This is an optimization exercise on Yosys and OpenROAD, whose aim is small area, not a production implementation.
Where RTL was checked, it was by simulation tests only, not by an equivalence proof against the original.
Power figures rest on the tool's default switching activity, not on a simulated workload.

==> flow/design.v (excerpt) <==
module fp_adder_top ( input  wire        clk,
                      input  wire [31:0] a,
                      input  wire [31:0] b,
                      output wire [31:0] s
                    );
Size in the first run: about 1,100 cells after synthesis, ~96 flip-flops, roughly 97 I/O pins.
clock: 15.0 ns
lec_check: 0
cap_margin: 20
core_margin: 2
core_utilization: 40
slew_margin: 20
standard.sh (not shown) runs the stock make flow with config.mk's settings and CLKGATE_MAP_FILE= SYNTH_SCRIPT=/design/flow/synth_recipe.tcl, a recipe that flattens the netlist after the stock synthesis.
==> flow/flow/run.sh <==
#!/bin/bash
# Layout flow: the standard ORFS flow with two changes:
#  - synthesis maps logic with the ABC script in flow/abc_area.script (ABC_AREA=1),
#  - port buffers are sky130_fd_sc_hd__buf_1.
# Each tool's output stays in orfs/logs/; make's own output goes to flow_make.log.
set -euo pipefail
F=$(pwd)
mkdir -p "$F/scripts"
for f in "$FLOW_HOME"/scripts/*; do ln -sf "$f" "$F/scripts/"; done
rm -f "$F/scripts/abc_area.script"
cp "$F/flow/abc_area.script" "$F/scripts/abc_area.script"
EXTRA=$(cat "$F/flow/extra_make_args" 2>/dev/null || true)
sed "s#\"\${@:-finish}\"#SCRIPTS_DIR=$F/scripts ABC_AREA=1 BUFFER_PORTS_ARGS='-buffer_cell sky130_fd_sc_hd__buf_1' $EXTRA \"\${@:-finish}\"#" standard.sh > "$F/my_standard.sh"
bash "$F/my_standard.sh" > "$F/flow_make.log" 2>&1
==> flow/flow/abc_area.script <==
strash
dch -f
amap
topo
stime -c
buffer -c
upsize -c
dnsize -c
Change:
==> flow/run.sh (new file) <==
#!/bin/bash
# synth_recipe.tcl (not shown) runs the flow's synth.tcl, then flattens the netlist and writes it again
# the make line also repeats each setting of config.mk as NAME=value (left out here)
make -C /OpenROAD-flow-scripts/flow DESIGN_CONFIG=/design/flow/config.mk WORK_HOME=/design/flow/orfs CLKGATE_MAP_FILE= SYNTH_SCRIPT=/design/flow/synth_recipe.tcl finish
ABC_AREA = 1   (was default)
removed: flow/flow/run.sh
removed: flow/flow/abc_area.script
removed: flow/standard.sh
=> Die area is higher by 20%; cell count is higher by 30%; power is higher by 1.7%; utilization is lower by 4.1 points; critical path depth is lower by 5; fmax is higher by 7.3%; combinational power is higher by about 3%.
Change:
==> flow/flow/run.sh (new file) <==
#!/bin/bash
# Layout flow: the standard ORFS flow with two changes:
#  - synthesis maps logic with the ABC script in flow/abc_area.script (ABC_AREA=1),
#  - port buffers are sky130_fd_sc_hd__buf_1.
# Each tool's output stays in orfs/logs/; make's own output goes to flow_make.log.
set -euo pipefail
F=$(pwd)
mkdir -p "$F/scripts"
for f in "$FLOW_HOME"/scripts/*; do ln -sf "$f" "$F/scripts/"; done
rm -f "$F/scripts/abc_area.script"
cp "$F/flow/abc_area.script" "$F/scripts/abc_area.script"
EXTRA=$(cat "$F/flow/extra_make_args" 2>/dev/null || true)
sed "s#\"\${@:-finish}\"#SCRIPTS_DIR=$F/scripts ABC_AREA=1 BUFFER_PORTS_ARGS='-buffer_cell sky130_fd_sc_hd__buf_1' $EXTRA \"\${@:-finish}\"#" standard.sh > "$F/my_standard.sh"
bash "$F/my_standard.sh" > "$F/flow_make.log" 2>&1
==> flow/flow/abc_area.script (new file) <==
strash
&get -n
&st
&dch -f
&nf -R 1000
&put
topo
stime -c
buffer -c
upsize -c
dnsize -c
==> flow/standard.sh (new file) <==
#!/bin/bash
# synth_recipe.tcl (not shown) runs the flow's synth.tcl, then flattens the netlist and writes it again
# the make line also repeats each setting of config.mk as NAME=value (left out here)
make -C /OpenROAD-flow-scripts/flow DESIGN_CONFIG=/design/flow/config.mk WORK_HOME=/design/flow/orfs CLKGATE_MAP_FILE= SYNTH_SCRIPT=/design/flow/synth_recipe.tcl "${@:-finish}"
ABC_AREA = default   (was 1)
removed: flow/run.sh
Sequential cell count does not change.
Core utilization grows by 0.82 points.
Synthesized cell count shrinks by a quarter to a third.

========
Setup of run A:
Another version of the RTL of fp_adder_top (not shown whole).
Size: about 890 cells after synthesis, roughly 97 I/O pins, ~6900 um2 of cells after synthesis.
// fp_adder_top
module fp_adder_top ( input  wire        clk,
                      input  wire [31:0] a,
                      input  wire [31:0] b,
                      output wire [31:0] s
                    );
Settings: LEC_CHECK=0, CAP_MARGIN=10, CORE_MARGIN=2, CORE_UTILIZATION=65, SLEW_MARGIN=10, SYNTH_HIERARCHICAL=1, SYNTH_MINIMUM_KEEP_SIZE=0; clock period 15.0 ns.
==> flow/flow/run.sh <==
#!/bin/bash
# Layout flow: the standard ORFS flow with two changes:
#  - synthesis maps logic with the ABC script in flow/abc_area.script (ABC_AREA=1),
#  - port buffers are sky130_fd_sc_hd__buf_1.
# Each tool's output stays in orfs/logs/; make's own output goes to flow_make.log.
set -euo pipefail
F=$(pwd)
mkdir -p "$F/scripts"
for f in "$FLOW_HOME"/scripts/*; do ln -sf "$f" "$F/scripts/"; done
rm -f "$F/scripts/abc_area.script"
cp "$F/flow/abc_area.script" "$F/scripts/abc_area.script"
EXTRA=$(cat "$F/flow/extra_make_args" 2>/dev/null || true)
sed "s#\"\${@:-finish}\"#SCRIPTS_DIR=$F/scripts ABC_AREA=1 BUFFER_PORTS_ARGS='-buffer_cell sky130_fd_sc_hd__buf_1' $EXTRA \"\${@:-finish}\"#" standard.sh > "$F/my_standard.sh"
bash "$F/my_standard.sh" > "$F/flow_make.log" 2>&1
==> flow/flow/abc_area.script <==
strash
&get -n
&st
&deepsyn -T 20
&nf -R 1000
&put
==> flow/flow/extra_make_args <==
ADDER_MAP_FILE=
4_1_cts: run A exited with error
--- input diff run A..run B ---
- CORE_UTILIZATION: 65 -> 75
==> flow/flow/abc_area.script <==
strash
&get -n
&st
&dch -f
&nf -R 1000
&put
Looking at last weighted congestion value of the routability-driven placer, run B sits 2.9% lower than run A does.
Run B vs run A: post-CTS resize count down in run B
In the flow results for run B and run A, the synthesized cell count is larger on run B.
Diff run A -> run B: post-synth net total went up by 74, post-place instance area went down by about 10%, number of placement rows went down by about 2.7%, effective utilization at floorplan went up by 9.8 points.
The flow for run B finished, though final verification flagged setup timing.
Edits applied to the flow inputs when going from run B to run C:
- CAP_MARGIN: 10 -> 20
- SLEW_MARGIN: 10 -> 20
- CORE_UTILIZATION: 75 -> 40
Findings:
Apart from run B, each of run B and run C ends the flow with a layout that passes the timing, DRC and antenna checks. Run C -> run B: cts-stage hold buffer count delta 0, exact match. Compared with run B, run C shows non-clock buffer instance count of the final layout higher by 13. Taking run B as the reference, in run C detailed route wirelength on metal2 now smaller; number of standard cells in the layout, taps in and fillers out now larger; area of placed instances now larger; x dimension of the die now larger; final worst-path cycle share now smaller. Higher maximum frequency among run B and run C: run C. Going from run B to run C, cell area rose 1.7%; minimum setup slack in the final design rose 1290 ps; aggregate routed wire length fell 7700 um.
> inputs changed (run C -> run D)
- a change of CAP_MARGIN from 20 to 10
- a change of CORE_UTILIZATION from 40 to 65
- an added CTS_BUF_LIST of sky130_fd_sc_hd__clkbuf_8
- a change of SLEW_MARGIN from 20 to 10
[summary]
Cmp run C and run D / number of gates resized after CTS / lower: run C
Between run D and run C, it is run D whose total routed wirelength is lower, by about 2.5%.
Compared to run C, run D shows a narrower setup margin.
Compared with run C, run D shows a power share of the clock group that is 2.8 points lower.
The global-route usage in run D was higher than what run C gave.
Diff run D..run C | number of nets in the layout | negligible
Function was not checked in any run of this note: the RTL went through the layout flow alone.

==> static timing again, ports no longer ideal <==
Ports are ideal in the flow. The routed layouts listed here were re-timed in OpenROAD.
Step 1 sets driving cells, clkbuf_16 on the clock port and buf_2 on the other inputs (assumed; they add their load-dependent delay and slew).
Step 2 also shifts input and output timing later by t, the mid clock arrival at the registers, as if the neighbouring blocks saw the same clock.
Slacks: ideal ports / drivers / drivers and shift; pairs: ideal ports / drivers.
run	t (ns)	slack for setup (ns)	worst hold slack (ns)	worst setup path at the end	worst register clock-pin slew, ns
the first run of note 1	0.409	0.489 / 0.489 / 0.489	0.567 / 0.567 / 0.567	register to register	0.09 / 0.09
the second run of note 1	0.405	1.477 / 1.477 / 1.477	0.465 / 0.465 / 0.465	register to register	0.08 / 0.08
the third run of note 1	0.397	0.808 / 0.808 / 0.808	0.567 / 0.567 / 0.567	register to register	0.07 / 0.07
run B	0.460	-0.140 / -0.140 / -0.140	0.652 / 0.652 / 0.652	register to register	0.11 / 0.11
run C	0.398	1.152 / 1.152 / 1.152	0.601 / 0.601 / 0.601	register to register	0.07 / 0.07
run D	0.415	0.873 / 0.873 / 0.873	0.599 / 0.599 / 0.599	register to register	0.09 / 0.09
